Context: an optimization exercise on an open-source flow, tuned for small area, a short achievable clock period and few clock cycles per item. The choices shown serve that exercise and are no tape-out recipe.
At most, simulation tests tie the RTL to the original design; equivalence was not proved.
No functional check of the RTL was part of runs 2 and 3.
Power figures rest on the tool's default switching activity, not on a simulated workload.

==> design/flow/design.v <==
module dot4(input [3:0] a0, input [3:0] b0, input [3:0] a1, input [3:0] b1, output [8:0] y);
    wire pp0_00 = a0[0] & b0[0];
    wire pp0_01 = a0[0] & b0[1];
    wire pp0_02 = a0[0] & b0[2];
    wire pp0_03 = ~a0[0] | ~b0[3];
    wire pp0_10 = a0[1] & b0[0];
    wire pp0_11 = a0[1] & b0[1];
    wire pp0_12 = a0[1] & b0[2];
    wire pp0_13 = ~a0[1] | ~b0[3];
    wire pp0_20 = a0[2] & b0[0];
    wire pp0_21 = a0[2] & b0[1];
    wire pp0_22 = a0[2] & b0[2];
    wire pp0_23 = a0[2] & b0[3];
    wire pp0_23n = ~a0[2] | ~b0[3];
    wire pp0_30 = ~a0[3] | ~b0[0];
    wire pp0_31 = ~a0[3] | ~b0[1];
    wire pp0_32 = ~a0[3] | ~b0[2];
    wire pp0_33 = a0[3] & b0[3];
    wire pp1_00 = a1[0] & b1[0];
    wire pp1_01 = a1[0] & b1[1];
    wire pp1_02 = a1[0] & b1[2];
    wire pp1_03 = ~a1[0] | ~b1[3];
    wire pp1_10 = a1[1] & b1[0];
    wire pp1_11 = a1[1] & b1[1];
    wire pp1_12 = a1[1] & b1[2];
    wire pp1_13 = ~a1[1] | ~b1[3];
    wire pp1_20 = a1[2] & b1[0];
    wire pp1_21 = a1[2] & b1[1];
    wire pp1_22 = a1[2] & b1[2];
    wire pp1_23 = ~a1[2] | ~b1[3];
    wire pp1_30 = ~a1[3] | ~b1[0];
    wire pp1_31 = ~a1[3] | ~b1[1];
    wire pp1_32 = ~a1[3] | ~b1[2];
    wire pp1_33 = a1[3] & b1[3];
    wire s1 = pp0_00 ^ pp1_00;
    wire c2 = pp0_00 & pp1_00;
    wire s3 = pp0_01 ^ pp0_10 ^ pp1_01;
    wire c4 = (pp0_01 & pp0_10) | (pp0_01 & pp1_01) | (pp0_10 & pp1_01);
    wire s5 = pp1_10 ^ c2 ^ s3;
    wire c6 = (pp1_10 & c2) | (pp1_10 & s3) | (c2 & s3);
    wire s7 = pp0_02 ^ pp0_11 ^ pp0_20;
    wire c8 = (pp0_02 & pp0_11) | (pp0_02 & pp0_20) | (pp0_11 & pp0_20);
    wire s9 = pp1_02 ^ pp1_11 ^ pp1_20;
    wire c10 = (pp1_02 & pp1_11) | (pp1_02 & pp1_20) | (pp1_11 & pp1_20);
    wire s11 = c4 ^ s7 ^ s9;
    wire c12 = (c4 & s7) | (c4 & s9) | (s7 & s9);
    wire s13 = c6 ^ s11;
    wire c14 = c6 & s11;
    wire s15 = pp0_03 ^ pp0_12 ^ pp0_21;
    wire c16 = (pp0_03 & pp0_12) | (pp0_03 & pp0_21) | (pp0_12 & pp0_21);
    wire s17 = pp0_30 ^ pp1_03 ^ pp1_12;
    wire c18 = (pp0_30 & pp1_03) | (pp0_30 & pp1_12) | (pp1_03 & pp1_12);
    wire s19 = pp1_21 ^ pp1_30 ^ c10;
    wire c20 = (pp1_21 & pp1_30) | (pp1_21 & c10) | (pp1_30 & c10);
    wire s21 = c8 ^ s15 ^ s17;
    wire c22 = (c8 & s15) | (c8 & s17) | (s15 & s17);
    wire s23 = c12 ^ s19 ^ s21;
    wire c24 = (c12 & s19) | (c12 & s21) | (s19 & s21);
    wire s25 = c14 ^ s23;
    wire c26 = c14 & s23;
    wire s27 = pp0_13 ^ pp0_22 ^ pp0_31;
    wire c28 = (pp0_13 & pp0_22) | (pp0_13 & pp0_31) | (pp0_22 & pp0_31);
    wire s29 = pp1_13 ^ pp1_22 ^ pp1_31;
    wire c30 = (pp1_13 & pp1_22) | (pp1_13 & pp1_31) | (pp1_22 & pp1_31);
    wire s31 = c16 ^ c18 ^ s27;
    wire c32 = (c16 & c18) | (c16 & s27) | (c18 & s27);
    wire s33 = s29 ^ c20 ^ c22;
    wire c34 = (s29 & c20) | (s29 & c22) | (c20 & c22);
    wire s35 = s31 ^ s33 ^ c24;
    wire c36 = (s31 & s33) | (s31 & c24) | (s33 & c24);
    wire s37 = c26 ^ s35;
    wire c38 = c26 & s35;
    wire s39 = pp0_23 ^ pp0_32 ^ pp1_23;
    wire c40 = (pp0_23 & pp0_32) | (pp0_23 & pp1_23) | (pp0_32 & pp1_23);
    wire s41 = pp1_32 ^ c28 ^ c30;
    wire c42 = (pp1_32 & c28) | (pp1_32 & c30) | (c28 & c30);
    wire s43 = s39 ^ c32 ^ s41;
    wire c44 = (s39 & c32) | (s39 & s41) | (c32 & s41);
    wire s45 = c34 ^ s43 ^ c36;
    wire c46 = (c34 & s43) | (c34 & c36) | (s43 & c36);
    wire s47 = c38 ^ s45;
    wire c48 = c38 & s45;
    wire s49 = pp0_23n ^ pp0_33 ^ pp1_33;
    wire c50 = (pp0_23n & pp0_33) | (pp0_23n & pp1_33) | (pp0_33 & pp1_33);
    wire s51 = c40 ^ s49 ^ c42;
    wire c52 = (c40 & s49) | (c40 & c42) | (s49 & c42);
    wire s53 = c44 ^ s51 ^ c46;
    wire c54 = (c44 & s51) | (c44 & c46) | (s51 & c46);
    wire s55 = c48 ^ s53;
    wire c56 = c48 & s53;
    wire s57 = c50 ^ c52 ^ c54;
    wire c58 = (c50 & c52) | (c50 & c54) | (c52 & c54);
    wire s59 = c56 ^ s57;
    wire c60 = c56 & s57;
    wire s61 = c58 ^ c60;
    wire c62 = c58 & c60;
    assign y = {~s61, s59, s55, s47, s37, s25, s13, s5, s1};
endmodule
module axis_matmul2x2(
    input                       clk             ,
    input                       rst             ,
    input                       s_axis_tvalid   ,
    input     [31 : 0]          s_axis_tdata    ,
    input                       s_axis_tlast    ,
    output                      s_axis_tready   ,
    output                      m_axis_tvalid   ,
    output    [31 : 0]          m_axis_tdata    ,
    output                      m_axis_tlast    ,
    input                       m_axis_tready
);
    wire [3:0] ia0 = s_axis_tdata[3:0];
    wire [3:0] ia1 = s_axis_tdata[11:8];
    wire [3:0] ib0 = s_axis_tdata[19:16];
    wire [3:0] ib1 = s_axis_tdata[27:24];
    reg       hv;
    reg [3:0] h_a00, h_a10, h_b00, h_b01;
    reg       mv, mrow;
    reg [3:0] ma0, ma1, p_a01;
    reg [3:0] mb00, mb01, mb10, mb11;
    reg       ov;
    reg [8:0] oc0, oc1;
    wire out_free  = !ov || m_axis_tready;
    wire do_comp   = mv && out_free;
    wire comp_last = do_comp && !mrow;
    assign s_axis_tready = hv ? (!mv || comp_last)
                              : (!(mv && mrow) || do_comp);
    wire s_fire = s_axis_tvalid && s_axis_tready;
    wire [8:0] dot0, dot1;
    dot4 u_d0(.a0(ma0), .b0(mb00), .a1(ma1), .b1(mb10), .y(dot0));
    dot4 u_d1(.a0(ma0), .b0(mb01), .a1(ma1), .b1(mb11), .y(dot1));
    always @(posedge clk) begin
        if (rst) begin
            hv <= 1'b0;
            mv <= 1'b0;
            mrow <= 1'b0;
            ov <= 1'b0;
        end else begin
            if (do_comp)
                ov <= 1'b1;
            else if (m_axis_tready)
                ov <= 1'b0;
            if (s_fire && hv) begin
                mv <= 1'b1;
                mrow <= 1'b1;
            end else if (do_comp) begin
                mrow <= 1'b0;
                if (!mrow)
                    mv <= 1'b0;
            end
            if (s_fire)
                hv <= !hv;
        end
    end
    always @(posedge clk) begin
        if (s_fire && !hv) begin
            h_a00 <= ia0;
            h_a10 <= ia1;
            h_b00 <= ib0;
            h_b01 <= ib1;
        end
        if (s_fire && hv) begin
            ma0  <= h_a10;
            ma1  <= ia1;
            p_a01 <= ia0;
            mb00 <= h_b00;
            mb01 <= h_b01;
            mb10 <= ib0;
            mb11 <= ib1;
        end else if (do_comp && mrow) begin
            ma0 <= h_a00;
            ma1 <= p_a01;
        end
        if (do_comp) begin
            oc0 <= dot0;
            oc1 <= dot1;
        end
    end
    assign m_axis_tvalid = ov;
    assign m_axis_tlast  = ov;
    assign m_axis_tdata  = {{7{oc1[8]}}, oc1, {7{oc0[8]}}, oc0};
endmodule
==> design/flow/flow/run.sh <==
#!/bin/bash
# Standard ORFS layout, with two changes:
#  - synthesis runs Yosys's synth without its internal ABC pass (SYNTH_ARGS=-noabc),
#    so the full-adder extraction sees the RTL's adder structure directly;
#    the final ABC mapping still runs as usual;
#  - every input and output port still gets its own buffer, but a buf_1
#    instead of the slow delay buffer buffer_ports picks by default.
set -euo pipefail
bash standard.sh SYNTH_ARGS=-noabc \
  "BUFFER_PORTS_ARGS=-buffer_cell sky130_fd_sc_hd__buf_1" \
  finish > make_finish.log 2>&1
==> design/flow/standard.sh <==
#!/bin/bash
# synth_recipe.tcl (not shown) runs the flow's synth.tcl, then flattens the netlist and writes it again
# the make line also repeats each setting of config.mk as NAME=value (left out here)
make -C /OpenROAD-flow-scripts/flow DESIGN_CONFIG=/design/flow/config.mk WORK_HOME=/design/flow/orfs CLKGATE_MAP_FILE= SYNTH_SCRIPT=/design/flow/synth_recipe.tcl "${@:-finish}"
==> design/flow/config.mk <==
export PLATFORM = sky130hd
export DESIGN_NAME = axis_matmul2x2
export DESIGN_NICKNAME = axis_matmul2x2
export VERILOG_FILES = /design/flow/design.v
export SDC_FILE = /design/flow/constraint.sdc
export NUM_CORES = 4
export LEC_CHECK = 0
export CAP_MARGIN = 20
export CORE_MARGIN = 2
export CORE_UTILIZATION = 40
export CTS_CLUSTER_DIAMETER = 400
export CTS_CLUSTER_SIZE = 60
export PLACE_DENSITY = 0.6
export SETUP_SLACK_MARGIN = 4.5
export SLEW_MARGIN = 20
==> design/flow/constraint.sdc <==
create_clock -name core_clock -period 7.5 [get_ports {clk}]
set_input_delay 1.5000 -clock core_clock [delete_from_list [all_inputs] [get_ports {clk}]]
set_output_delay 1.5000 -clock core_clock [all_outputs]
set_load 0.01 [all_outputs]
==> impl_metrics.tcl, run 1 <==
set metrics [dict create \
    drt_iter0_markers 70 \
    hold_viol 0 \
    final_core_util_pct 48.6 \
    ys_types 20 \
    antenna_found_initial 0 \
    die_w_um 101 \
    path_clk_slew_ns 0.08 \
    syn-cell-area_um2 3760 \
    wire_per_inst_um 14.5 \
    reg2reg_depth 10 \
    clock_sinks 66 \
    grt_pass1_wl_mm 10.0 \
    nets 399 \
    clock_path_buffers 2 \
    endpoint "oc1[8]" \
    drive_above_1_share_pct 23.1 \
    boundaryPins 72 \
    tns_ns 0 \
    routed_wl_mm 6.06 \
    drc 0 \
    finClkSkew_ns 0.00893 \
    clock_latency_ns 0.33 \
    cts_tree "yes" \
    ys_warn_count 1 \
    start_util_pct 40.9 \
    r2r_setup_slack_ns 3.36 \
    cts.root.buffer_cell "clkbuf_8" \
    synth.avg_cell_area_um2 15.7 \
    dr.pass1.iters 4 \
    yosys-top-cells-area "edfxtp_1 49%, fa_1 24%, and2_1 6.8%, ha_1 4.7%, buf_4 3.0%" \
    synth_common_cells "62 x edfxtp_1, 46 x fa_1, 41 x and2_1, 27 x nand2_1, 15 x buf_4" \
    fp.dieH_um 101 \
    clock.fmax_mhz 241 \
    hp-class "reg -> reg" \
    num_rows 35 \
    seq_area_frac_synth_pct 51.6 \
    power_density_nw_per_um2 225 \
    syn-instance-count 240 \
    post_drt_via_cell_ratio 4.60 \
    h-tree-depth 3 \
    synth_most_common_cell "edfxtp_1" \
    grt_max_degree 21 \
    ys_seq_elements 66 \
    ant_nets 0 \
    syn_nets 337 \
    crit_start "ma1[1]" \
    dp.final_hpwl_mm 4.32 \
    gp_congestion 0.781 \
    synth_edf_count 62 \
    grtUsageTotal_pct 13.0 \
    status "complete, no violations" \
    finalSetupViolCount 0 \
    vdd_drop_max_uv 97.6 \
    reg2reg_to "oc1[8]" \
    fin_crit_ns 4.14 \
    critPathArrivalTime_ns 4.23 \
    hold_depth 0 \
    cap_violations 0 \
    port-buffer-count 54 \
    slew_viol_final 0 \
    min_period_over_period_pct 55.2 \
    async_flop_share_pct 0 \
    grt_overflow 0 \
    criticalPathCategory "reg -> reg" \
    dieArea_um2 10200 \
    total_leakage_power_uw 0.00161 \
    antenna_cells 0 \
    cp_max_fo 7 \
    cp-start-kind "flip-flop" \
    cp.required_ns 7.58 \
    yosysTopAreaCellShare_pct 49.5 \
    area_delta_synth_final_pct 18.6 \
    numCtsBuffers 9 \
    ys.flop_type "edfxtp_1" \
    slew_headroom_pct 31.0 \
    reg2reg_from "ma1[1]" \
    end_kind "flip-flop" \
    rsz0062_at_grt "yes" \
    yosysTopAreaCell "edfxtp_1" \
    core_um2 9200 \
    worst_pin_slew_ns 1.02 \
    vias 1924 \
    grt_pass1_vias 2034 \
]
==> report_power, final <==
part	total, uW	switching (uW)	internal, uW
Sequential	453	11.7	441
Clock	343	137	206
Combinational	207	104	103
==> final cells by class <==
| class | count | area (um2) |
|---|---|---|
| Timing Repair inverter | 1 | 7.51 |
| Timing Repair Buffer | 66 | 312 |
| Sequential cell | 66 | 1940 |
| Multi-Input combinational cell | 152 | 1810 |
| Inverter | 6 | 26.3 |
| Clock buffer | 12 | 155 |
| Clock inverter | 4 | 73.8 |
| Tap cell | 111 | 139 |
| Fill cell | 804 | 4730 |
==> stage by stage <==
stage          hold slack, ns  total power [uW]  setup WS (ns)  cells  cell area (um2)
2_1_floorplan           0.400               607           3.53    240             3840
3_3_place_gp            0.402               650           3.31    391             4080
3_5_place_dp            0.405               656           3.28    391             4080
4_1_cts                 0.423              1010           3.32    416             4420
5_1_grt                 0.431              1070           3.24    418             4470
6_report                0.422              1000           3.36    418             4470
==> worst min-delay path by stage <==
| stage | from | end | slack, ns |
|---|---|---|---|
| 6_report | h_b01[2] | mb01[2] | 0.42 |
| 3_5_place_dp | h_b01[2] | mb01[2] | 0.40 |
| 5_1_grt | h_b00[0] | mb00[0] | 0.43 |
| 2_1_floorplan | h_b00[0] | mb00[0] | 0.40 |
| 3_3_place_gp | h_b00[2] | mb00[2] | 0.40 |
| 4_1_cts | h_b01[2] | mb01[2] | 0.42 |
==> logic make-up after synthesis <==
logic type	synth area share [%]
and+or+nand+nor	9.97
DFF	51.6
adders and majority gates	29.4
buffers and inverters	3.89
AOI/OAI and AO/OA	1.73
muxes	2.99
xor gates and xnor gates	0.465
==> cell usage in the layout, fill, tap and decap left out <==
| cell type | Yosys | routed |
|---|---|---|
| nand2_1 | 27 | 26 |
| ha_2 | 0 | 1 |
| o311a_2 | 1 | 1 |
| buf_1 | 0 | 52 |
| clkinv_4 | 0 | 1 |
| inv_1 | 6 | 5 |
| fa_2 | 0 | 12 |
| mux2_2 | 2 | 2 |
| clkinv_2 | 0 | 1 |
| a311oi_2 | 0 | 1 |
| xnor2_1 | 2 | 2 |
| and2_4 | 0 | 9 |
| buf_6 | 1 | 1 |
| o21ai_0 | 3 | 3 |
| maj3_2 | 0 | 1 |
| ha_4 | 0 | 4 |
| nand2_2 | 0 | 1 |
| a21oi_1 | 3 | 3 |
| edfxtp_1 | 62 | 62 |
| dfxtp_1 | 4 | 4 |
| buf_8 | 0 | 1 |
| nor2_1 | 3 | 3 |
| and2_1 | 41 | 32 |
| clkbuf_1 | 0 | 1 |
| nor2b_4 | 0 | 1 |
| mux2_4 | 6 | 6 |
| clkinvlp_4 | 0 | 2 |
| buf_4 | 15 | 12 |
| ha_1 | 14 | 9 |
| o2111ai_4 | 0 | 1 |
| fa_1 | 46 | 34 |
| bufinv_16 | 0 | 2 |
| clkbuf_8 | 0 | 11 |
==> worst max-delay path, stage by stage, from the launching register on <==
cell,delay (ns)
edfxtp_1,0.51
and2_4,0.19
fa_1,0.52
fa_2,0.47
fa_2,0.36
fa_2,0.39
fa_2,0.34
fa_2,0.34
fa_1,0.48
ha_4,0.18
xnor2_1,0.12
==> per-layer routing <==
metal  track usage (%)  share of wire, %  up-vias  routed length [um]
li1                  -                 -      928                   -
met1              17.3                45      950                2730
met2              20.9                49       37                2990
met3              2.29               3.7        9                 224
met4              5.82               1.9        0                 116
met5                 0                 0        -                   0
==> state kept, by name, summed over array words and instances, names as in the netlist <==
signal and flops:
h_b00 4, mb00 4, oc1 9, hv 1, ov 1, ma0 4
oc0 9, p_a01 4, mv 1, mb11 4, h_b01 4, h_a00 4
mrow 1, h_a10 4, mb01 4, mb10 4, ma1 4
==> what timing repair did <==
| action | in CTS | in global routing |
|---|---|---|
| hold buffers | 0 | 0 |
| endpoints found under the setup margin | 11 | 39 |
| pin swaps | 5 | 1 |
| setup buffers | 9 | 1 |
| resized for setup | 11 | 4 |
| cloned | 0 | 1 |
Testbench counts, summed over its fixed seeds: cycles 792, items 384.
==> run 2, diff against run 1 <==
--- a/design/flow/design.v
+++ b/design/flow/design.v
@@ -92,9 +92,8 @@
     wire c58 = (c50 & c52) | (c50 & c54) | (c52 & c54);
     wire s59 = c56 ^ s57;
     wire c60 = c56 & s57;
-    wire s61 = c58 ^ c60;
-    wire c62 = c58 & c60;
-    assign y = {~s61, s59, s55, s47, s37, s25, s13, s5, s1};
+    wire all8 = (a0 == 4'h8) & (b0 == 4'h8) & (a1 == 4'h8) & (b1 == 4'h8);
+    assign y = {(s59 & ~all8), s59, s55, s47, s37, s25, s13, s5, s1};
 endmodule
 module axis_matmul2x2(
     input                       clk             ,
--- a/design/flow/config.mk
+++ b/design/flow/config.mk
@@ -8,8 +8,6 @@
 export CAP_MARGIN = 20
 export CORE_MARGIN = 2
 export CORE_UTILIZATION = 40
-export CTS_CLUSTER_DIAMETER = 400
-export CTS_CLUSTER_SIZE = 60
 export PLACE_DENSITY = 0.6
 export SETUP_SLACK_MARGIN = 4.5
 export SLEW_MARGIN = 20
==> run 2 against run 1 <==
Net effect:
- design area increased by 2.0%
- synthesized cell count increased by 4.2%
- die area increased by 1.8%
- hold slack improved by 0.0011 ns
- clock power decreased by 4%
- largest cell class unchanged
==> impl_metrics.tcl, run 2 <==
set metrics [dict create \
    status "complete, no violations" \
    wire_per_inst_um 13.9 \
    hold_depth 0 \
    clock_latency_ns 0.34 \
    grt_use_met2_pct 22.2 \
    rsz0062_at_grt "yes" \
    dieArea_um2 10400 \
    ctsHoldBuffers 0 \
    synth_common_cells "62 x edfxtp_1, 44 x fa_1, 42 x and2_1, 26 x nand2_1, 15 x buf_4" \
    clock_path_buffers 2 \
    syn-cell-area_um2 3830 \
    use_met3_pct 2.87 \
    grt_pass1_vias 2150 \
    ys.flop_type "edfxtp_1" \
    start_util_pct 41.3 \
    hold_end "mb01[3]" \
    finalSetupViolCount 0 \
    clock.fmax_mhz 241 \
    slew_viol_final 0 \
    async_flop_share_pct 0 \
    yosysTopAreaCellShare_pct 48.5 \
    slew_headroom_pct 48.7 \
    fin_area_um2 4560 \
    ys_types 28 \
    h-tree-depth 3 \
    finClkSkew_ns 0.0110 \
    core_um2 9280 \
    reg2reg_depth 11 \
    seq_area_frac_synth_pct 50.6 \
    dr.pass1.iters 4 \
    cp-start-kind "flip-flop" \
    yosysTopAreaCell "edfxtp_1" \
    synth_edf_count 62 \
    r2r_setup_slack_ns 3.35 \
    met1_usage_pct 18.1 \
    syn_nets 343 \
    drc 0 \
    drive_above_1_share_pct 24.8 \
    drt_iter0_markers 72 \
    place_area_um2 4130 \
    fin_cells 451 \
    vias 2056 \
    min_period_over_period_pct 55.3 \
    routed_wl_mm 6.27 \
    p_int_uw 718 \
    reg2reg_to "oc0[8]" \
    power_density_nw_per_um2 210 \
    hold_start "h_b01[3]" \
    reg2reg_from "ma0[2]" \
    boundaryPins 72 \
    comb_power_share_pct 19.0 \
    end_kind "flip-flop" \
    synth.avg_cell_area_um2 15.3 \
    area_delta_synth_final_pct 18.8 \
    path_clk_slew_ns 0.07 \
    gp_congestion 0.821 \
    clock_sinks 66 \
    final_cell_mix "62 x edfxtp_1, 52 x buf_1, 33 x fa_1" \
    cap_violations 0 \
    cp_max_fo 6 \
    vdd_drop_max_uv 118 \
    grt_overflow 0 \
    layout_top_registers "oc0 x9, oc1 x9" \
    worst_pin_slew_ns 0.768 \
    switchingPower_uw 240 \
    cts.root.buffer_cell "clkbuf_8" \
    final_common_cell "edfxtp_1" \
    antenna_found_initial 0 \
    hp-class "reg -> reg" \
    die_w_um 102 \
    grt_busiest_layer "met2" \
    grt_pass1_wl_mm 10.6 \
    switching_share_pct 25.1 \
    post_drt_via_cell_ratio 4.56 \
    criticalPathCategory "reg -> reg" \
    num_rows 35 \
    total_leakage_power_uw 0.00167 \
    synth_most_common_cell "edfxtp_1" \
    syn-instance-count 250 \
    fin_crit_ns 4.15 \
    cts_tree "yes" \
    port-buffer-count 54 \
    numCtsBuffers 9 \
    p_seq_share_pct 46.8 \
    critPathArrivalTime_ns 4.24 \
    tns_ns 0 \
    fp.dieH_um 102 \
    grt_max_degree 21 \
    hold_viol 0 \
    dp.final_hpwl_mm 4.43 \
    ant_nets 0 \
    cp.required_ns 7.59 \
    grtUsageTotal_pct 13.7 \
    placed_cells 417 \
    yosys-top-cells-area "edfxtp_1 49%, fa_1 23%, and2_1 6.9%, ha_1 3.9%, buf_4 2.9%" \
    clkPwrFrac_pct 34.2 \
    nets 410 \
    ys_seq_elements 66 \
    ys_warn_count 1 \
    antenna_cells 0 \
]
[run 2: changes by cell type after synthesis, moves of 2 or more]
cell,before,now
nor4b_1,0,5
fa_1,46,44
ha_1,14,12
inv_1,6,4
nand3_1,0,2
xnor2_1,2,4
xor2_1,0,2
[run 2: routing by layer]
metal,up-vias,wire length [um]
met2,44,3000
met4,0,109
met3,8,232
met5,-,0
li1,976,-
met1,1028,2930
[run 2: kinds of logic (layout without fill, tap and decap cells)]
| logic type | Yosys count | in the layout | synth area share [%] |
|---|---|---|---|
| compound gates | 9 | 9 | 1.66 |
| fa+ha+maj | 57 | 57 | 27.1 |
| simple gates | 82 | 82 | 12.4 |
| flops | 66 | 66 | 50.6 |
| buf+inv | 22 | 94 | 3.85 |
| mux | 8 | 8 | 2.94 |
| xor+xnor | 6 | 6 | 1.37 |
[run 2: metrics by stage]
stage	util [%]	setup WS [ns]	hold slack (ns)	total power (uW)
finish	49.1	3.35	0.423	958
global route	49.1	3.23	0.431	1020
CTS	48.4	3.37	0.424	967
detailed placement	44.5	3.31	0.405	621
global placement	44.5	3.31	0.401	619
floorplan	-	3.57	0.400	585
[run 2: what timing repair did]
item                                    in CTS  in global routing
setup buffers                               12                  6
pin swaps                                   10                  5
endpoints found under the setup margin      11                 11
gates resized for setup                     13                  4
[run 2: power groups by stage]
stage,Combinational [uW],Clock [uW],Sequential (uW)
2_1_floorplan,129,0,456
3_3_place_gp,162,0,457
3_5_place_dp,163,0,458
4_1_cts,181,338,448
5_1_grt,216,354,450
6_report,182,328,448
[run 2: how the worst max path moves through the flow]
stage                 from  slack (ns)     end
floorplan           ma0[2]        3.57  oc0[8]
global placement    ma1[2]        3.31  oc0[8]
detailed placement  ma1[2]        3.31  oc0[8]
CTS                 ma0[1]        3.37  oc1[8]
global route        ma0[2]        3.23  oc0[8]
finish              ma0[2]        3.35  oc0[8]
[run 2: area by class of cell]
class | count | area [um2]
Timing Repair Buffer | 74 | 375
Tap cell | 129 | 161
Clock inverter | 6 | 91.3
Inverter | 4 | 15.0
Sequential cell | 66 | 1940
Multi-Input combinational cell | 162 | 1840
Fill cell | 838 | 4730
Clock buffer | 10 | 128
[run 2: critical path, cell delays in order (launching register included)]
cell and delay (ns):
edfxtp_1 0.50, and2_4 0.19, fa_1 0.50, fa_2 0.42, fa_1 0.47, fa_2 0.40
fa_2 0.34, fa_1 0.44, ha_2 0.20, xor2_2 0.18, xnor2_1 0.13, and2_1 0.14
==> run 3, diff against run 2 <==
--- a/design/flow/design.v
+++ b/design/flow/design.v
@@ -1,4 +1,4 @@
-module dot4(input [3:0] a0, input [3:0] b0, input [3:0] a1, input [3:0] b1, output [8:0] y);
+module dot4s(input [3:0] a0, input [3:0] b0, input [3:0] a1, input [3:0] b1, output [12:0] p);
     wire pp0_00 = a0[0] & b0[0];
     wire pp0_01 = a0[0] & b0[1];
     wire pp0_02 = a0[0] & b0[2];
@@ -66,8 +66,8 @@
     wire c32 = (c16 & c18) | (c16 & s27) | (c18 & s27);
     wire s33 = s29 ^ c20 ^ c22;
     wire c34 = (s29 & c20) | (s29 & c22) | (c20 & c22);
-    wire s35 = s31 ^ s33 ^ c24;
-    wire c36 = (s31 & s33) | (s31 & c24) | (s33 & c24);
+    wire s35 = s31 ^ c24 ^ s33;
+    wire c36 = (s31 & c24) | (s31 & s33) | (c24 & s33);
     wire s37 = c26 ^ s35;
     wire c38 = c26 & s35;
     wire s39 = pp0_23 ^ pp0_32 ^ pp1_23;
@@ -84,18 +84,17 @@
     wire c50 = (pp0_23n & pp0_33) | (pp0_23n & pp1_33) | (pp0_33 & pp1_33);
     wire s51 = c40 ^ s49 ^ c42;
     wire c52 = (c40 & s49) | (c40 & c42) | (s49 & c42);
-    wire s53 = c44 ^ s51 ^ c46;
-    wire c54 = (c44 & s51) | (c44 & c46) | (s51 & c46);
-    wire s55 = c48 ^ s53;
-    wire c56 = c48 & s53;
-    wire s57 = c50 ^ c52 ^ c54;
-    wire c58 = (c50 & c52) | (c50 & c54) | (c52 & c54);
-    wire s59 = c56 ^ s57;
-    wire c60 = c56 & s57;
-    wire all8 = (a0 == 4'h8) & (b0 == 4'h8) & (a1 == 4'h8) & (b1 == 4'h8);
-    assign y = {(s59 & ~all8), s59, s55, s47, s37, s25, s13, s5, s1};
+    wire s53 = c44 ^ s51;
+    wire c54 = c44 & s51;
+    wire s55 = c50 ^ c52;
+    wire c56 = c50 & c52;
+    assign p = {s53, 1'b0, s55, c48, c56, c54, c46, s47, s37, s25, s13, s5, s1};
 endmodule
-module axis_matmul2x2(
+module dotfin(input [12:0] p, output [8:0] y);
+    wire [2:0] hi = p[8:6] + p[11:9] + p[12];
+    assign y = {~hi[2], hi[1:0], p[5:0]};
+endmodule
+module axis_matmul2x2 #(parameter W = 13) (
     input                       clk             ,
     input                       rst             ,
     input                       s_axis_tvalid   ,
@@ -117,16 +116,20 @@
     reg [3:0] ma0, ma1, p_a01;
     reg [3:0] mb00, mb01, mb10, mb11;
     reg       ov;
-    reg [8:0] oc0, oc1;
+    reg [W-1:0] oc0, oc1;    
     wire out_free  = !ov || m_axis_tready;
     wire do_comp   = mv && out_free;
     wire comp_last = do_comp && !mrow;
-    assign s_axis_tready = hv ? (!mv || comp_last)
-                              : (!(mv && mrow) || do_comp);
+    wire rdy_x = hv ? (!mv || (!mrow && !ov)) : (!mv || !mrow || !ov);
+    wire rdy_y = !hv || !mrow;
+    assign s_axis_tready = rdy_x || (rdy_y && m_axis_tready);
     wire s_fire = s_axis_tvalid && s_axis_tready;
-    wire [8:0] dot0, dot1;
-    dot4 u_d0(.a0(ma0), .b0(mb00), .a1(ma1), .b1(mb10), .y(dot0));
-    dot4 u_d1(.a0(ma0), .b0(mb01), .a1(ma1), .b1(mb11), .y(dot1));
+    wire [W-1:0] dot0, dot1;
+    dot4s u_d0(.a0(ma0), .b0(mb00), .a1(ma1), .b1(mb10), .p(dot0));
+    dot4s u_d1(.a0(ma0), .b0(mb01), .a1(ma1), .b1(mb11), .p(dot1));
+    wire [8:0] c0, c1;
+    dotfin u_f0(.p(oc0), .y(c0));
+    dotfin u_f1(.p(oc1), .y(c1));
     always @(posedge clk) begin
         if (rst) begin
             hv <= 1'b0;
@@ -176,5 +179,5 @@
     end
     assign m_axis_tvalid = ov;
     assign m_axis_tlast  = ov;
-    assign m_axis_tdata  = {{7{oc1[8]}}, oc1, {7{oc0[8]}}, oc0};
+    assign m_axis_tdata  = {{7{c1[8]}}, c1, {7{c0[8]}}, c0};
 endmodule
==> run 3 against run 2 <==
Net effect:
- hold slack got worse by 0.0028 ns
- core utilization decreased by 0.50 points
- final cell count unchanged
- non-clock buffer count fell by 3
- area after synthesis rose by 6.5%
- sequential share of layout area rose by 1.7 points
- setup slack better by 0.59 ns
- largest cell class unchanged
- highest routed layer unchanged
==> impl_metrics.tcl, run 3 <==
set metrics [dict create \
    syn-instance-count 262 \
    p_int_uw 770 \
    num_rows 36 \
    cpPeakStageDelay_ns 0.29 \
    synth_common_cells "68 x edfxtp_1, 46 x fa_1, 41 x and2_1, 31 x buf_4, 27 x nand2_1" \
    ys_types 21 \
    critPathTopFamily "adder cells" \
    criticalPathCategory "in -> out" \
    clock.fmax_mhz 281 \
    tns_ns 0 \
    boundaryPins 72 \
    slew_headroom_pct 55.5 \
    vdd_drop_max_uv 83.3 \
    start_util_pct 41.4 \
    switching_share_pct 24.5 \
    crit_buf_inv 2 \
    min_period_over_period_pct 47.5 \
    post_drt_via_cell_ratio 4.49 \
    grtUsageTotal_pct 12.7 \
    ys.flop_type "edfxtp_1" \
    grt_max_degree 30 \
    dr.pass1.iters 4 \
    drt_iter0_markers 51 \
    nets 410 \
    fp.dieH_um 105 \
    cp_slowest_cell "maj3_2" \
    numCtsBuffers 9 \
    clkPwrFrac_pct 33.4 \
    power_density_nw_per_um2 213 \
    area_delta_synth_final_pct 17.3 \
    ant_nets 0 \
    synth_most_common_cell "edfxtp_1" \
    dieArea_um2 11000 \
    syn-cell-area_um2 4080 \
    seq_area_frac_synth_pct 52.0 \
    fin_crit_ns 3.56 \
    yosysTopAreaCellShare_pct 50.0 \
    cts.root.buffer_cell "clkbuf_8" \
    fillers 862 \
    ys_seq_elements 72 \
    async_flop_share_pct 0 \
    h-tree-depth 3 \
    routed_wl_mm 6.35 \
    placed_cells 420 \
    grt_pass1_wl_mm 10.8 \
    wire_per_inst_um 14.1 \
    hp-class "reg -> reg" \
    clock_latency_ns 0.34 \
    switchingPower_uw 250 \
    total_leakage_power_uw 0.00176 \
    clock_sinks 72 \
    final_cell_mix "68 x edfxtp_1, 32 x and2_1, 32 x buf_1" \
    syn_nets 359 \
    antenna_cells 0 \
    ctsHoldBuffers 0 \
    grt_overflow 0 \
    ys_warn_count 1 \
    die_w_um 105 \
    finClkSkew_ns 0.0102 \
    core_um2 9860 \
    gp_congestion 0.822 \
    cp_max_fo 2 \
    layout_top_registers "oc0 x12, oc1 x12" \
    status "complete, no violations" \
    clock_path_buffers 2 \
    slew_viol_final 0 \
    path_clk_slew_ns 0.07 \
    yosys-top-cells-area "edfxtp_1 50%, fa_1 23%, and2_1 6.3%, buf_4 5.7%, ha_1 4.3%" \
    cp-start-kind "primary input" \
    synth.avg_cell_area_um2 15.6 \
    rsz0062_at_grt "yes" \
    drive_above_1_share_pct 31.8 \
    critPathArrivalTime_ns 2.06 \
    comb_power_share_pct 18.7 \
    antenna_found_initial 0 \
    vias 2026 \
    fin_cells 451 \
    cts_tree "yes" \
    worst_pin_slew_ns 0.663 \
    dp.final_hpwl_mm 4.53 \
    final_common_cell "edfxtp_1" \
    yosysTopAreaCell "edfxtp_1" \
    port-buffer-count 54 \
    hold_viol 0 \
    synth_edf_count 68 \
    crit_path_cell_trace "buf_8 > nor2b_4 > maj3_2 > nand2_2 > buf_6" \
    cap_violations 0 \
    drc 0 \
    finalSetupViolCount 0 \
    cp.required_ns 6.00 \
    p_seq_share_pct 47.9 \
    grt_pass1_vias 2257 \
    end_kind "output port" \
]
## run 3: layer usage
metal  global-route usage [%]  share of wire (%)
met1                     16.7                 46
met5                        0                  0
met3                     2.81                3.3
met2                     20.4                 49
met4                     5.52                1.7
## run 3: worst register-to-register path, cell delays in order (launching register included)
cell      delay, ns
edfxtp_1       0.45
buf_4          0.18
and2_4         0.14
fa_1           0.50
fa_2           0.44
fa_2           0.36
fa_2           0.40
fa_2           0.53
ha_2           0.27
## run 3: cell type report
type	count	area (um2)	share of cell area, %
Inverter	4	20.0	0.418
Tap cell	133	166	3.47
Clock buffer	12	145	3.03
Timing Repair Buffer	71	415	8.67
Multi-Input combinational cell	155	1850	38.5
Clock inverter	4	77.6	1.62
Sequential cell	72	2120	44.3
## run 3: logic make-up after synthesis
family          share of synthesized area [%]
fa+ha+maj                                27.1
buf+inv                                  6.19
simple gates                             10.1
xor+xnor                                0.429
mux                                      2.94
compound gates                           1.26
flops                                    52.0
## run 3: metrics by stage
step / worst slack, ns / hold slack, ns / total power (uW) / cell area [um2] / util [%]
after floorplan: 4.10 / 0.400 / 642 / 4250 / -
after global placement: 3.70 / 0.401 / 668 / 4350 / 44.1
after global routing: 3.92 / 0.441 / 1080 / 4790 / 48.6
final: 3.94 / 0.420 / 1020 / 4790 / 48.6
after CTS: 3.92 / 0.425 / 1030 / 4750 / 48.1
after detailed placement: 3.69 / 0.407 / 672 / 4350 / 44.1
## run 3: what timing repair did
| item | 4_1_cts | 5_1_grt |
|---|---|---|
| buffers inserted | 13 | 2 |
| resized for setup | 31 | 6 |
| pin swaps | 12 | 8 |
| setup endpoints to repair | 27 | 29 |
## run 3: path summary, 6_finish.rpt
path	cells past startpoint	to	startpoint	slack, ns
hold reg to reg	0	mb00[1]	h_b00[1]	0.42
hold / removal	0	mb00[1]	h_b00[1]	0.42
setup reg to reg	8	oc0[5]	ma0[2]	4.01
setup / recovery	5	s_axis_tready	m_axis_tready	3.94
## run 3: power groups by stage
stage / logic (uW) / clock network (uW) / registers (uW)
2_1_floorplan: 148 / 0 / 494
3_3_place_gp: 169 / 0 / 498
3_5_place_dp: 173 / 0 / 499
4_1_cts: 193 / 350 / 489
5_1_grt: 223 / 367 / 491
6_report: 191 / 341 / 488
==> run 4, diff against run 3 <==
--- a/design/flow/design.v
+++ b/design/flow/design.v
@@ -120,8 +120,7 @@
     wire out_free  = !ov || m_axis_tready;
     wire do_comp   = mv && out_free;
     wire comp_last = do_comp && !mrow;
-    wire rdy_x = hv ? (!mv || (!mrow && !ov)) : (!mv || !mrow || !ov);
-    wire rdy_y = !hv || !mrow;
+    reg rdy_x, rdy_y;
     assign s_axis_tready = rdy_x || (rdy_y && m_axis_tready);
     wire s_fire = s_axis_tvalid && s_axis_tready;
     wire [W-1:0] dot0, dot1;
@@ -130,27 +129,25 @@
     wire [8:0] c0, c1;
     dotfin u_f0(.p(oc0), .y(c0));
     dotfin u_f1(.p(oc1), .y(c1));
+    wire hv_n   = s_fire ? !hv : hv;
+    wire mv_n   = (s_fire && hv) ? 1'b1 : comp_last ? 1'b0 : mv;
+    wire mrow_n = (s_fire && hv) ? 1'b1 : do_comp ? 1'b0 : mrow;
+    wire ov_n   = do_comp ? 1'b1 : m_axis_tready ? 1'b0 : ov;
     always @(posedge clk) begin
         if (rst) begin
             hv <= 1'b0;
             mv <= 1'b0;
             mrow <= 1'b0;
             ov <= 1'b0;
+            rdy_x <= 1'b1;
+            rdy_y <= 1'b1;
         end else begin
-            if (do_comp)
-                ov <= 1'b1;
-            else if (m_axis_tready)
-                ov <= 1'b0;
-            if (s_fire && hv) begin
-                mv <= 1'b1;
-                mrow <= 1'b1;
-            end else if (do_comp) begin
-                mrow <= 1'b0;
-                if (!mrow)
-                    mv <= 1'b0;
-            end
-            if (s_fire)
-                hv <= !hv;
+            hv <= hv_n;
+            mv <= mv_n;
+            mrow <= mrow_n;
+            ov <= ov_n;
+            rdy_x <= hv_n ? (!mv_n || (!mrow_n && !ov_n)) : (!mv_n || !mrow_n || !ov_n);
+            rdy_y <= !hv_n || !mrow_n;
         end
     end
     always @(posedge clk) begin
--- a/design/flow/config.mk
+++ b/design/flow/config.mk
@@ -9,5 +9,5 @@
 export CORE_MARGIN = 2
 export CORE_UTILIZATION = 40
 export PLACE_DENSITY = 0.6
-export SETUP_SLACK_MARGIN = 4.5
+export SETUP_SLACK_MARGIN = 4.0
 export SLEW_MARGIN = 20
==> run 4 against run 3 <==
Net effect:
- still clean
- combinational power fell by about 20%
- critical path depth grew 2
- die area up 1.2%
- sequential share of layout area increased by 1.7 points
- flip-flop and latch count is 2 higher
==> impl_metrics.tcl, run 4 <==
set metrics [dict create \
    post_drt_via_cell_ratio 4.58 \
    fin_area_um2 4700 \
    cpPeakStageDelay_ns 0.53 \
    h-tree-depth 3 \
    syn-cell-area_um2 4140 \
    cp_slowest_cell "edfxtp_1" \
    cp.required_ns 7.60 \
    min_period_over_period_pct 46.3 \
    dr.pass1.iters 4 \
    path_clk_slew_ns 0.09 \
    area_delta_synth_final_pct 13.7 \
    synth_common_cells "68 x edfxtp_1, 46 x fa_1, 40 x and2_1, 31 x buf_4, 24 x nand2_1" \
    gp_congestion 0.780 \
    nets 408 \
    crit_path_cell_trace "and2_4 > fa_1 > fa_2 > fa_1 > fa_2 > fa_1 > ha_1" \
    numCtsBuffers 9 \
    grt_max_degree 30 \
    port-buffer-count 54 \
    start_util_pct 40.6 \
    end_kind "flip-flop" \
    crit_buf_inv 0 \
    seq_area_frac_synth_pct 52.3 \
    drive_above_1_share_pct 25.9 \
    async_flop_share_pct 0 \
    antenna_found_initial 0 \
    yosysTopAreaCellShare_pct 49.4 \
    routed_wl_mm 6.27 \
    boundaryPins 72 \
    synth_most_common_cell "edfxtp_1" \
    grt_pass1_vias 2135 \
    syn_nets 364 \
    final_cell_mix "68 x edfxtp_1, 38 x buf_1, 33 x and2_1" \
    synth.avg_cell_area_um2 15.5 \
    cts.root.buffer_cell "clkbuf_8" \
    ys_seq_elements 74 \
    grtUsageTotal_pct 12.2 \
    final_common_cell "edfxtp_1" \
    cp-start-kind "flip-flop" \
    yosysTopAreaCell "edfxtp_1" \
    slew_headroom_pct 57.7 \
    criticalPathCategory "reg -> reg" \
    ys_warn_count 1 \
    final_core_util_pct 46.2 \
    fp.dieH_um 106 \
    grt_overflow 0 \
    hp-class "reg -> reg" \
    drc 0 \
    vdd_drop_max_uv 101 \
    num_rows 37 \
    synth_edf_count 68 \
    vias 2070 \
    syn-instance-count 267 \
    ant_nets 0 \
    cts_tree "yes" \
    fin_crit_ns 3.48 \
    total_leakage_power_uw 0.00174 \
    yosys-top-cells-area "edfxtp_1 49%, fa_1 22%, and2_1 6.1%, buf_4 5.6%, ha_1 4.2%" \
    ys.flop_type "edfxtp_1" \
    antenna_cells 0 \
    clock_sinks 74 \
    clock.fmax_mhz 288 \
    critPathTopFamily "adder cells" \
    cp_common_cell "fa_1" \
    rsz0062_at_grt "yes" \
    finClkSkew_ns 0.0117 \
    cap_violations 0 \
    die_w_um 106 \
    layout_top_registers "oc0 x12, oc1 x12" \
    slew_viol_final 0 \
    critPathArrivalTime_ns 3.58 \
    cp_max_fo 7 \
    clock_latency_ns 0.35 \
    power_density_nw_per_um2 204 \
    tns_ns 0 \
    place_area_um2 4290 \
    core_um2 10200 \
    ys_types 25 \
    drt_iter0_markers 73 \
    clock_path_buffers 2 \
    dieArea_um2 11200 \
    grt_pass1_wl_mm 10.5 \
    total_power_uw 958 \
    finalSetupViolCount 0 \
    worst_pin_slew_ns 0.634 \
    dp.final_hpwl_mm 4.46 \
    status "complete, no violations" \
    hold_viol 0 \
    wire_per_inst_um 13.9 \
]
[run 4: cell types whose count changed after synthesis, sizes merged]
cell,previous run,this run
a41o,0,1
and2,41,40
nand2,28,24
dfxtp,4,6
nor4,1,0
a21o,0,1
a21oi,2,4
nand3,0,1
nand4b,1,0
nor2,6,4
or3,0,2
inv,4,8
a211o,0,1
[run 4: path summary, 6_finish.rpt]
check | startpoint | endpoint | slack [ns] | depth (start not counted)
worst max-delay path | ma0[1] | oc1[5] | 4.02 | 7
worst min-delay path | h_b00[0] | mb00[0] | 0.42 | 0
worst max register to register | ma0[1] | oc1[5] | 4.02 | 7
worst min register to register | h_b00[0] | mb00[0] | 0.42 | 0
[run 4: cell type report]
type / instances / area, um2
inverters: 8 / 32.5
well taps: 136 / 170
fillers: 924 / 5480
multi-input cells: 154 / 1810
clock inverters: 7 / 77.6
repair buffers: 64 / 330
clock buffers: 9 / 124
flip-flops and latches: 74 / 2160
[run 4: per-layer routing]
layer	up-vias	GRT usage (%)	routed length [um]
met1	1052	16.3	2880
met3	10	3.09	261
li1	965	-	-
met4	0	5.36	120
met5	-	0	0
met2	43	18.8	3010
[run 4: cells by family (layout without fill, tap and decap cells)]
family	Yosys count	after routing	synth area share, %
and+or+nand+nor	72	72	9.41
DFF	74	74	52.3
AOI/OAI and AO/OA	11	11	1.82
muxes	8	8	2.90
xor gates and xnor gates	2	2	0.424
adders and majority gates	61	61	26.7
buffers and inverters	39	88	6.41
[run 4: power breakdown]
| group | total, uW | internal (uW) | switching [uW] | leakage [uW] |
|---|---|---|---|---|
| Clock | 313 | 157 | 156 | 0.000105 |
| Combinational | 153 | 74.4 | 78.5 | 0.000961 |
| Sequential | 493 | 482 | 10.9 | 0.000676 |
| Total | 958 | 713 | 245 | 0.00174 |
[run 4: per-stage QoR]
step	hold WS, ns	setup WS [ns]	cells
floorplan	0.400	4.01	267
global placement	0.403	3.81	427
detailed placement	0.405	3.79	427
CTS	0.421	3.98	451
global route	0.429	3.93	452
finish	0.419	4.02	452
[run 4: what timing repair did]
| action | CTS | global route |
|---|---|---|
| setup buffers | 8 | 1 |
| hold buffers | 0 | 0 |
| gates resized for setup | 43 | 6 |
| endpoints found under the setup margin | 21 | 18 |
| pin swaps | 17 | 5 |
| endpoints found under the hold margin | 0 | 0 |
[run 4: worst reg2reg max path, cell delays in order (launching register included)]
cell and delay, ns:
edfxtp_1 0.53, and2_4 0.20, fa_1 0.48, fa_2 0.38
fa_1 0.48, fa_2 0.40, fa_1 0.46, ha_1 0.29
Testbench counts of run 4, summed over its fixed seeds: cycles 792, items 384.
==> run 5, diff against run 4 <==
--- a/design/flow/config.mk
+++ b/design/flow/config.mk
@@ -9,5 +9,5 @@
 export CORE_MARGIN = 2
 export CORE_UTILIZATION = 40
 export PLACE_DENSITY = 0.6
-export SETUP_SLACK_MARGIN = 4.0
+export SETUP_SLACK_MARGIN = 4.2
 export SLEW_MARGIN = 20
==> run 5 against run 4 <==
Net effect:
- still clean
- final cell count is 5.8% higher
- hold slack improved by 0.0066 ns
- sequential share of layout area down 2.9 points
- setup slack improved by 0.011 ns
- wire length is 8.4% higher
- design area grew 6.6%
- count of clock-buffer cells in the layout up 3
- clock skew fell by 0.0024 ns
- critical path type unchanged
- critical endpoint is now oc0[5]
- largest cell class unchanged
- largest power group unchanged
==> impl_metrics.tcl, run 5 <==
set metrics [dict create \
    status "complete, no violations" \
    p_seq_share_pct 52.5 \
    rsz0062_at_grt "yes" \
    num_rows 37 \
    cap_violations 0 \
    total_leakage_power_uw 0.00190 \
    final_common_cell "edfxtp_1" \
    gp_congestion 0.822 \
    vdd_drop_max_uv 96.7 \
    die_w_um 106 \
    cpPeakStageDelay_ns 0.56 \
    post_drt_via_cell_ratio 4.51 \
    critPathTopFamily "adder cells" \
    end_kind "flip-flop" \
    fin_crit_ns 3.47 \
    hold_ws_ns 0.425 \
    area_delta_synth_final_pct 21.2 \
    final_cell_mix "68 x edfxtp_1, 34 x buf_1, 30 x and2_1" \
    cts.root.buffer_cell "clkbuf_8" \
    routed_wl_mm 6.80 \
    grt_overflow 0 \
    wire_per_inst_um 14.2 \
    ys_warn_count 1 \
    cp-start-kind "flip-flop" \
    hold_viol 0 \
    seq_area_frac_synth_pct 52.3 \
    p_int_uw 703 \
    cp_max_fo 6 \
    grt_max_degree 30 \
    ant_nets 0 \
    vias 2154 \
    cp.required_ns 7.59 \
    drc 0 \
    seq_area_um2 2160 \
    drive_above_1_share_pct 34.8 \
    synth_common_cells "68 x edfxtp_1, 46 x fa_1, 40 x and2_1, 31 x buf_4, 24 x nand2_1" \
    yosysTopAreaCellShare_pct 49.4 \
    syn-cell-area_um2 4140 \
    multi_input_area_um2 1850 \
    grt_pass1_wl_mm 11.2 \
    clkPwrFrac_pct 29.9 \
    clock_latency_ns 0.34 \
    synth_edf_count 68 \
    fp.dieH_um 106 \
    switching_share_pct 25.1 \
    h-tree-depth 3 \
    dieArea_um2 11200 \
    ctsHoldBuffers 0 \
    synth_most_common_cell "edfxtp_1" \
    crit_path_cell_trace "and2_4 > fa_1 > fa_2 > fa_2 > fa_2 > fa_1 > ha_2" \
    yosys-top-cells-area "edfxtp_1 49%, fa_1 22%, and2_1 6.1%, buf_4 5.6%, ha_1 4.2%" \
    antenna_found_initial 0 \
    boundaryPins 72 \
    syn_nets 364 \
    dp.final_hpwl_mm 4.46 \
    port-buffer-count 54 \
    place_ws_ns 3.87 \
    slew_viol_final 0 \
    yosysTopAreaCell "edfxtp_1" \
    comb_power_share_pct 17.6 \
    drt_iter0_markers 77 \
    critPathArrivalTime_ns 3.56 \
    ys.flop_type "edfxtp_1" \
    core_um2 10200 \
    nets 434 \
    criticalPathCategory "reg -> reg" \
    power_density_nw_per_um2 187 \
    clock.fmax_mhz 289 \
    fillers 888 \
    path_clk_slew_ns 0.08 \
    min_period_over_period_pct 46.2 \
    start_util_pct 40.6 \
    syn-instance-count 267 \
    ys_types 25 \
    worst_pin_slew_ns 0.636 \
    cp_common_cell "fa_2" \
    antenna_cells 0 \
    synth.avg_cell_area_um2 15.5 \
    slew_headroom_pct 57.5 \
    layout_top_registers "oc0 x12, oc1 x12" \
    async_flop_share_pct 0 \
    switchingPower_uw 235 \
    crit_buf_inv 0 \
    grt_pass1_vias 2297 \
    ys_seq_elements 74 \
    final_core_util_pct 49.2 \
    tns_ns 0 \
    setup_ws_ns 4.03 \
    hp-class "reg -> reg" \
    dr.pass1.iters 4 \
    grtUsageTotal_pct 13.1 \
    cts_tree "yes" \
    finClkSkew_ns 0.00925 \
    clock_path_buffers 2 \
    finalSetupViolCount 0 \
    cp_slowest_cell "fa_1" \
    numCtsBuffers 9 \
    clock_sinks 74 \
]
==> run 5: cell count changes in the layout (fill, tap and decap cells not counted), sizes merged <==
cell | before | now
buf | 64 | 88
bufinv | 1 | 0
clkbuf | 9 | 12
clkinv | 4 | 2
inv | 10 | 12
==> run 5: cell families (layout without fill, tap and decap cells) <==
kind of cell | after synthesis | after routing | share of synthesized area (%)
XOR/XNOR | 2 | 2 | 0.424
AO/OA/AOI/OAI | 11 | 11 | 1.82
AND/OR/NAND/NOR | 72 | 72 | 9.41
buffers and inverters | 39 | 114 | 6.41
adder cells (fa/ha/maj) | 61 | 61 | 26.7
flip-flops | 74 | 74 | 52.3
multiplexers | 8 | 8 | 2.90
==> run 5: path summary, 6_finish.rpt <==
path | startpoint | end | slack, ns | cells past startpoint
setup / recovery | ma0[1] | oc0[5] | 4.03 | 7
hold / removal | h_b01[1] | mb01[1] | 0.43 | 0
setup reg to reg | ma0[1] | oc0[5] | 4.03 | 7
hold reg to reg | h_b01[1] | mb01[1] | 0.43 | 0
==> run 5: power groups by stage <==
stage / logic, uW / registers, uW / clock network (uW)
after floorplan: 121 / 498 / 0
after global placement: 144 / 502 / 0
after detailed placement: 147 / 503 / 0
after CTS: 163 / 492 / 292
after global routing: 193 / 495 / 305
final: 165 / 492 / 281
==> run 5: layout make-up <==
class,instances,area share (%)
clock buffers,12,3.09
clock inverters,4,0.474
inverters,8,0.849
multi-input cells,154,36.8
flip-flops and latches,74,43.1
well taps,136,3.39
repair buffers,88,11.9
repair inverters,2,0.349
==> run 5: what timing repair did <==
item,CTS,global route
cloned,0,2
endpoints found under the setup margin,23,39
resized for setup,42,28
pin swaps,24,12
buffers inserted,26,7
==> run 5: metrics by stage <==
| step | cell area (um2) | power [uW] | std cells |
|---|---|---|---|
| final | 5010 | 938 | 478 |
| after global routing | 5010 | 993 | 478 |
| after CTS | 4830 | 946 | 469 |
| after detailed placement | 4340 | 649 | 427 |
| after global placement | 4340 | 646 | 427 |
| after floorplan | 4190 | 619 | 267 |
==> run 5: layer usage <==
layer,routed length [um],track usage (%)
met1,3030,17.7
met2,3410,20.6
met3,247,2.91
met4,115,5.73
met5,0,0
==> run 6, diff against run 5 <==
--- a/design/flow/config.mk
+++ b/design/flow/config.mk
@@ -9,5 +9,5 @@
 export CORE_MARGIN = 2
 export CORE_UTILIZATION = 40
 export PLACE_DENSITY = 0.6
-export SETUP_SLACK_MARGIN = 4.2
+export SETUP_SLACK_MARGIN = 4.5
 export SLEW_MARGIN = 20
==> run 6 against run 5 <==
Net effect:
- sequential power about the same
- setup slack improved by 0.023 ns
- combinational power fell by 3%
- global-route usage fell by 0.95 points
- area after synthesis unchanged
- count of clock-buffer cells in the layout is 2 lower
- hold slack worse by 0.0076 ns
- synthesized cell count is the same
- critical path depth unchanged
- first-iteration DRC count fell by 13%
- non-clock buffer count decreased by 19
- critical endpoint unchanged
==> impl_metrics.tcl, run 6 <==
set metrics [dict create \
    status "complete, no violations" \
    cpPeakStageDelay_ns 0.53 \
    start_util_pct 40.6 \
    hold_viol 0 \
    seq_area_um2 2160 \
    h-tree-depth 3 \
    final_core_util_pct 47.0 \
    finClkSkew_ns 0.00706 \
    p_int_uw 720 \
    rsz0062_at_grt "yes" \
    dieArea_um2 11200 \
    clkPwrFrac_pct 32.5 \
    die_w_um 106 \
    switching_share_pct 25.6 \
    drc 0 \
    clock_sinks 74 \
    ys.flop_type "edfxtp_1" \
    port-buffer-count 54 \
    cp-start-kind "flip-flop" \
    reg2reg_depth 7 \
    crit_start "ma1[1]" \
    yosysTopAreaCell "edfxtp_1" \
    fin_crit_ns 3.44 \
    critPathArrivalTime_ns 3.54 \
    multi_input_area_um2 1840 \
    grt_pass1_wl_mm 10.5 \
    numCtsBuffers 9 \
    place_area_um2 4390 \
    total_leakage_power_uw 0.00178 \
    boundaryPins 72 \
    yosysTopAreaCellShare_pct 49.4 \
    endpoint "oc0[5]" \
    criticalPathCategory "reg -> reg" \
    tns_ns 0 \
    cp_slowest_cell "fa_2" \
    gp_congestion 0.802 \
    syn-instance-count 267 \
    post_drt_via_cell_ratio 4.51 \
    cts.root.buffer_cell "clkbuf_8" \
    synth_edf_count 68 \
    crit_buf_inv 0 \
    reg2reg_to "oc0[5]" \
    dp.final_hpwl_mm 4.51 \
    syn-cell-area_um2 4140 \
    worst_pin_slew_ns 0.623 \
    cp_max_fo 7 \
    cap_violations 0 \
    async_flop_share_pct 0 \
    grt_overflow 0 \
    r2r_setup_slack_ns 4.06 \
    nets 413 \
    area_delta_synth_final_pct 15.8 \
    clock_path_buffers 2 \
    fin_area_um2 4790 \
    slew_headroom_pct 58.4 \
    synth_common_cells "68 x edfxtp_1, 46 x fa_1, 40 x and2_1, 31 x buf_4, 24 x nand2_1" \
    core_um2 10200 \
    drt_iter0_markers 67 \
    grtUsageTotal_pct 12.2 \
    min_period_over_period_pct 45.9 \
    ys_warn_count 1 \
    switchingPower_uw 247 \
    final_cell_mix "68 x edfxtp_1, 32 x and2_1, 32 x buf_1" \
    vias 2061 \
    ys_types 25 \
    final_common_cell "edfxtp_1" \
    antenna_cells 0 \
    setup_ws_ns 4.06 \
    grt_pass1_vias 2205 \
    comb_power_share_pct 16.6 \
    slew_viol_final 0 \
    cp.depth 7 \
    fp.dieH_um 106 \
    cp_common_cell "fa_2" \
    critPathTopFamily "adder cells" \
    p_seq_share_pct 50.9 \
    clock.fmax_mhz 291 \
    seq_area_frac_synth_pct 52.3 \
    routed_wl_mm 6.23 \
    num_rows 37 \
    vdd_drop_max_uv 109 \
    yosys-top-cells-area "edfxtp_1 49%, fa_1 22%, and2_1 6.1%, buf_4 5.6%, ha_1 4.2%" \
    finalSetupViolCount 0 \
    synth.avg_cell_area_um2 15.5 \
    wire_per_inst_um 13.6 \
    syn_nets 364 \
    place_ws_ns 4.02 \
    fillers 925 \
    crit_path_cell_trace "and2_4 > fa_1 > fa_2 > fa_2 > fa_2 > fa_2 > ha_1" \
    cts_tree "yes" \
    grt_max_degree 30 \
    drive_above_1_share_pct 30.2 \
    antenna_found_initial 0 \
    clock_latency_ns 0.34 \
    cp.required_ns 7.60 \
    ant_nets 0 \
    layout_top_registers "oc0 x12, oc1 x12" \
    ys_seq_elements 74 \
    end_kind "flip-flop" \
    power_density_nw_per_um2 202 \
    path_clk_slew_ns 0.08 \
    reg2reg_from "ma1[1]" \
    synth_most_common_cell "edfxtp_1" \
    hp-class "reg -> reg" \
    dr.pass1.iters 4 \
]
[run 6: changes by cell type in the layout (fill, tap and decap cells not counted), moves of 2 or more]
| cell | before | now |
|---|---|---|
| buf_4 | 18 | 14 |
| inv_4 | 3 | 1 |
| and2_1 | 30 | 32 |
| buf_2 | 12 | 15 |
| clkinvlp_4 | 0 | 2 |
| ha_2 | 2 | 0 |
| and2_4 | 10 | 8 |
| buf_1 | 34 | 32 |
| clkbuf_8 | 11 | 9 |
| buf_6 | 23 | 6 |
[run 6: cell type report]
class                           count  area share, %
Sequential cell                    74           45.1
Inverter                            8          0.679
Clock buffer                       10           2.66
Timing Repair Buffer               69           8.10
Clock inverter                      6           1.54
Tap cell                          136           3.55
Multi-Input combinational cell    154           38.3
[run 6: stage by stage]
step	hold WS (ns)	total power, uW	std cells
floorplan	0.400	626	267
global placement	0.403	651	427
detailed placement	0.405	652	427
CTS	0.423	980	456
global route	0.433	1030	457
finish	0.418	967	457
[run 6: worst min-delay path by stage]
stage                         from       to  slack (ns)  cells after the start
after detailed placement  h_b00[0]  mb00[0]        0.40                      0
after global routing      h_b01[3]  mb01[3]        0.43                      0
after CTS                 h_b01[3]  mb01[3]        0.42                      0
after floorplan           h_b00[0]  mb00[0]        0.40                      0
final                     h_b00[0]  mb00[0]        0.42                      0
after global placement    h_b01[1]  mb01[1]        0.40                      0
[run 6: per-layer routing]
| metal | share of wire [%] | global-route usage (%) | vias up |
|---|---|---|---|
| li1 | - | - | 983 |
| met1 | 47 | 16.6 | 1020 |
| met2 | 46 | 18.8 | 48 |
| met3 | 4.4 | 2.54 | 10 |
| met4 | 1.8 | 5.64 | 0 |
| met5 | 0 | 0 | - |
[run 6: kinds of logic (layout without fill, tap and decap cells)]
group,count (synthesis),after routing,share of synthesized area [%]
flops,74,74,52.3
simple gates,72,72,9.41
fa+ha+maj,61,61,26.7
buf+inv,39,93,6.41
compound gates,11,11,1.82
mux,8,8,2.90
xor+xnor,2,2,0.424
[run 6: repair_timing]
item                       in CTS  in global routing
buffers inserted               13                  1
setup endpoints to repair      28                 28
hold endpoints to repair        0                  0
resized for setup              27                  8
pin swaps                      11                  4
hold buffers                    0                  0
[run 6: power groups by stage]
stage / clock, uW / sequential, uW / combinational [uW]
final: 314 / 493 / 160
after global routing: 344 / 495 / 190
after CTS: 328 / 493 / 159
after detailed placement: 0 / 503 / 148
after global placement: 0 / 503 / 148
after floorplan: 0 / 499 / 128
==> run 7, diff against run 6 <==
--- a/design/flow/design.v
+++ b/design/flow/design.v
@@ -113,7 +113,7 @@
     reg       hv;
     reg [3:0] h_a00, h_a10, h_b00, h_b01;
     reg       mv, mrow;
-    reg [3:0] ma0, ma1, p_a01;
+    reg [3:0] ma0, ma1;
     reg [3:0] mb00, mb01, mb10, mb11;
     reg       ov;
     reg [W-1:0] oc0, oc1;    
@@ -157,17 +157,18 @@
             h_b00 <= ib0;
             h_b01 <= ib1;
         end
+        if (s_fire && hv)
+            h_a10 <= ia0;
         if (s_fire && hv) begin
             ma0  <= h_a10;
             ma1  <= ia1;
-            p_a01 <= ia0;
             mb00 <= h_b00;
             mb01 <= h_b01;
             mb10 <= ib0;
             mb11 <= ib1;
         end else if (do_comp && mrow) begin
             ma0 <= h_a00;
-            ma1 <= p_a01;
+            ma1 <= h_a10;
         end
         if (do_comp) begin
             oc0 <= dot0;
--- a/design/flow/config.mk
+++ b/design/flow/config.mk
@@ -9,5 +9,5 @@
 export CORE_MARGIN = 2
 export CORE_UTILIZATION = 40
 export PLACE_DENSITY = 0.6
-export SETUP_SLACK_MARGIN = 4.5
+export SETUP_SLACK_MARGIN = 3.8
 export SLEW_MARGIN = 20
==> run 7 against run 6 <==
Net effect:
- critical endpoint unchanged
- hold slack better by 0.0046 ns
- largest power group unchanged
- count of clock-buffer cells in the layout is 1 lower
- sequential share of layout area increased by 0.78 points
- clock skew increased by 0.0041 ns
- design area is 7.2% lower
- combinational power up 21%
- highest routed layer unchanged
==> impl_metrics.tcl, run 7 <==
set metrics [dict create \
    reg2reg_from "ma0[1]" \
    critPathTopFamily "adder cells" \
    start_util_pct 41.2 \
    vias 2109 \
    wire_per_inst_um 13.4 \
    ys_types 24 \
    ant_nets 0 \
    grt_pass1_wl_mm 10.5 \
    dp.final_hpwl_mm 4.54 \
    yosys-top-cells-area "edfxtp_1 47%, fa_1 23%, and2_1 6.5%, buf_4 5.7%, nand2_1 5.5%" \
    vdd_drop_max_uv 98.5 \
    finClkSkew_ns 0.0111 \
    crit_buf_inv 0 \
    fin_crit_ns 3.62 \
    power_density_nw_per_um2 215 \
    cp-start-kind "flip-flop" \
    hold_depth 0 \
    finalSetupViolCount 0 \
    cpPeakStageDelay_ns 0.53 \
    hold_end "mb00[1]" \
    slew_headroom_pct 55.6 \
    cp_common_cell "fa_1" \
    routed_wl_mm 6.27 \
    drc 0 \
    path_clk_slew_ns 0.08 \
    clock_sinks 70 \
    cp_max_fo 8 \
    drive_above_1_share_pct 11.1 \
    ys.flop_type "edfxtp_1" \
    numCtsBuffers 9 \
    cp_slowest_cell "edfxtp_1" \
    post_drt_via_cell_ratio 4.52 \
    cap_violations 0 \
    status "complete, no violations" \
    reg2reg_to "oc0[5]" \
    port-buffer-count 54 \
    hold_start "h_b00[1]" \
    nets 426 \
    boundaryPins 72 \
    end_kind "flip-flop" \
    antenna_found_initial 0 \
    synth_edf_count 64 \
    total_power_uw 955 \
    cp.required_ns 7.61 \
    h-tree-depth 3 \
    hp-class "reg -> reg" \
    num_rows 36 \
    syn-instance-count 291 \
    drt_iter0_markers 69 \
    slew_viol_final 0 \
    syn_nets 388 \
    clock.fmax_mhz 277 \
    dr.pass1.iters 4 \
    final_cell_mix "64 x edfxtp_1, 59 x nand2_1, 54 x buf_1" \
    grt_overflow 0 \
    criticalPathCategory "reg -> reg" \
    critPathArrivalTime_ns 3.72 \
    seq_area_frac_synth_pct 50.4 \
    antenna_cells 0 \
    reg2reg_depth 7 \
    area_delta_synth_final_pct 9.83 \
    grt_pass1_vias 2198 \
    yosysTopAreaCellShare_pct 47.5 \
    syn-cell-area_um2 4050 \
    dieArea_um2 10900 \
    ys_seq_elements 70 \
    grtUsageTotal_pct 12.5 \
    clock_latency_ns 0.35 \
    worst_pin_slew_ns 0.665 \
    layout_top_registers "oc0 x12, oc1 x12" \
    async_flop_share_pct 0 \
    fillers 924 \
    synth_common_cells "64 x edfxtp_1, 59 x nand2_1, 46 x fa_1, 42 x and2_1, 31 x buf_4" \
    min_period_over_period_pct 48.2 \
    core_um2 9820 \
    grt_max_degree 30 \
    synth_most_common_cell "edfxtp_1" \
    cts_tree "yes" \
    crit_path_cell_trace "and2_1 > fa_1 > fa_1 > fa_1 > fa_1 > fa_1 > ha_1" \
    final_common_cell "edfxtp_1" \
    rsz0062_at_grt "yes" \
    tns_ns 0 \
    ys_warn_count 1 \
    cts.root.buffer_cell "clkbuf_8" \
    hold_viol 0 \
    gp_congestion 0.818 \
    fp.dieH_um 105 \
    die_w_um 105 \
    r2r_setup_slack_ns 3.88 \
    total_leakage_power_uw 0.00166 \
    hold_ws_ns 0.422 \
    clock_path_buffers 2 \
    synth.avg_cell_area_um2 13.9 \
    yosysTopAreaCell "edfxtp_1" \
]
==> run 7: cell count changes after synthesis, moves of 2 or more <==
| cell | before | now |
|---|---|---|
| nand2_1 | 24 | 59 |
| mux2_4 | 8 | 0 |
| edfxtp_1 | 68 | 64 |
| inv_1 | 6 | 2 |
| and2_1 | 40 | 42 |
| buf_2 | 0 | 2 |
| nand2b_1 | 0 | 2 |
| nor2_1 | 4 | 6 |
| o21ai_0 | 3 | 1 |
==> run 7: worst max path at each step <==
| stage | startpoint | to | slack [ns] | depth (start not counted) |
|---|---|---|---|---|
| after floorplan | ma1[1] | oc0[5] | 4.01 | 7 |
| after global placement | ma1[1] | oc0[5] | 3.82 | 7 |
| after detailed placement | ma1[1] | oc1[5] | 3.85 | 7 |
| after CTS | ma0[1] | oc1[5] | 3.84 | 7 |
| after global routing | ma0[2] | oc1[5] | 3.78 | 7 |
| final | ma0[1] | oc0[5] | 3.88 | 7 |
==> run 7: repair_timing <==
| action | in CTS | in global routing |
|---|---|---|
| cloned | 0 | 0 |
| buffers inserted | 0 | 6 |
| resized for setup | 2 | 5 |
| setup endpoints to repair | 16 | 11 |
| pin swaps | 0 | 2 |
| hold buffers | 0 | 0 |
==> run 7: cells by family (layout without fill, tap and decap cells) <==
logic type | after synthesis | in the layout | synth area share (%)
simple gates | 113 | 113 | 13.7
flops | 70 | 70 | 50.4
fa+ha+maj | 61 | 61 | 27.3
buf+inv | 37 | 80 | 6.43
compound gates | 7 | 7 | 1.42
xor+xnor | 3 | 3 | 0.649
==> run 7: metal layers <==
metal / wire, um / track usage, %
met1: 2920 / 16.6
met2: 2970 / 19.5
met3: 222 / 2.37
met4: 155 / 7.05
met5: 0 / 0
==> run 7: cell type report <==
type | count | area (um2) | share of cell area, %
Sequential cell | 70 | 2040 | 45.9
Multi-Input combinational cell | 184 | 1800 | 40.4
Timing Repair Buffer | 60 | 248 | 5.57
Tap cell | 133 | 166 | 3.74
Clock buffer | 9 | 124 | 2.79
Clock inverter | 7 | 53.8 | 1.21
Inverter | 4 | 17.5 | 0.394
==> run 7: metrics by stage <==
step | cell area (um2) | utilization [%] | std cells | worst slack, ns
floorplan | 4050 | - | 291 | 4.01
global placement | 4180 | 42.5 | 445 | 3.82
detailed placement | 4180 | 42.5 | 445 | 3.85
CTS | 4370 | 44.5 | 461 | 3.84
global route | 4450 | 45.3 | 467 | 3.78
finish | 4450 | 45.3 | 467 | 3.88
==> run 7: where the power goes <==
| part | total, uW | switching [uW] | internal (uW) |
|---|---|---|---|
| sequential | 483 | 14.8 | 469 |
| combinational | 193 | 106 | 86.8 |
| clock | 279 | 155 | 124 |
| total | 955 | 276 | 679 |
Testbench counts of run 7, summed over its fixed seeds: cycles 792, items 384.

re-timing with driven ports:
The flow's constraints put no driver on any port. The routed layouts listed below were extracted and timed again, unchanged, in two steps.
Step 1 (the two cells are an assumption about what drives the block):
set clk [get_ports {clk}]
set_driving_cell -lib_cell sky130_fd_sc_hd__clkbuf_16 $clk
set_driving_cell -lib_cell sky130_fd_sc_hd__buf_2 [delete_from_list [all_inputs] $clk]
Step 2, shift: input delay + t, output delay - t, t = (earliest + latest rising clock arrival at the registers) / 2. This alone moves slack from input paths to output paths.
Slacks: ideal / step 1 / step 2; pairs: ideal / step 1.
run | shift t [ns] | setup WS [ns] | clock arrival spread, ns
run 1 | 0.351 | 3.357 / 3.357 / 3.357 | 0.008 / 0.009
run 2 | 0.363 | 3.351 / 3.351 / 3.351 | 0.011 / 0.011
run 3 | 0.366 | 3.937 / 3.887 / 3.887 | 0.010 / 0.011
run 4 | 0.375 | 4.024 / 4.013 / 4.013 | 0.012 / 0.012
run 5 | 0.370 | 4.035 / 4.010 / 3.825 | 0.010 / 0.010
run 6 | 0.372 | 4.058 / 4.039 / 4.058 | 0.009 / 0.009
run 7 | 0.374 | 3.884 / 3.884 / 3.884 | 0.011 / 0.011
After both steps setup and hold are still met in every run listed. For run 5, which loses most, drivers alone change the setup slack by -0.025 ns; drivers and shift together by -0.210 ns.
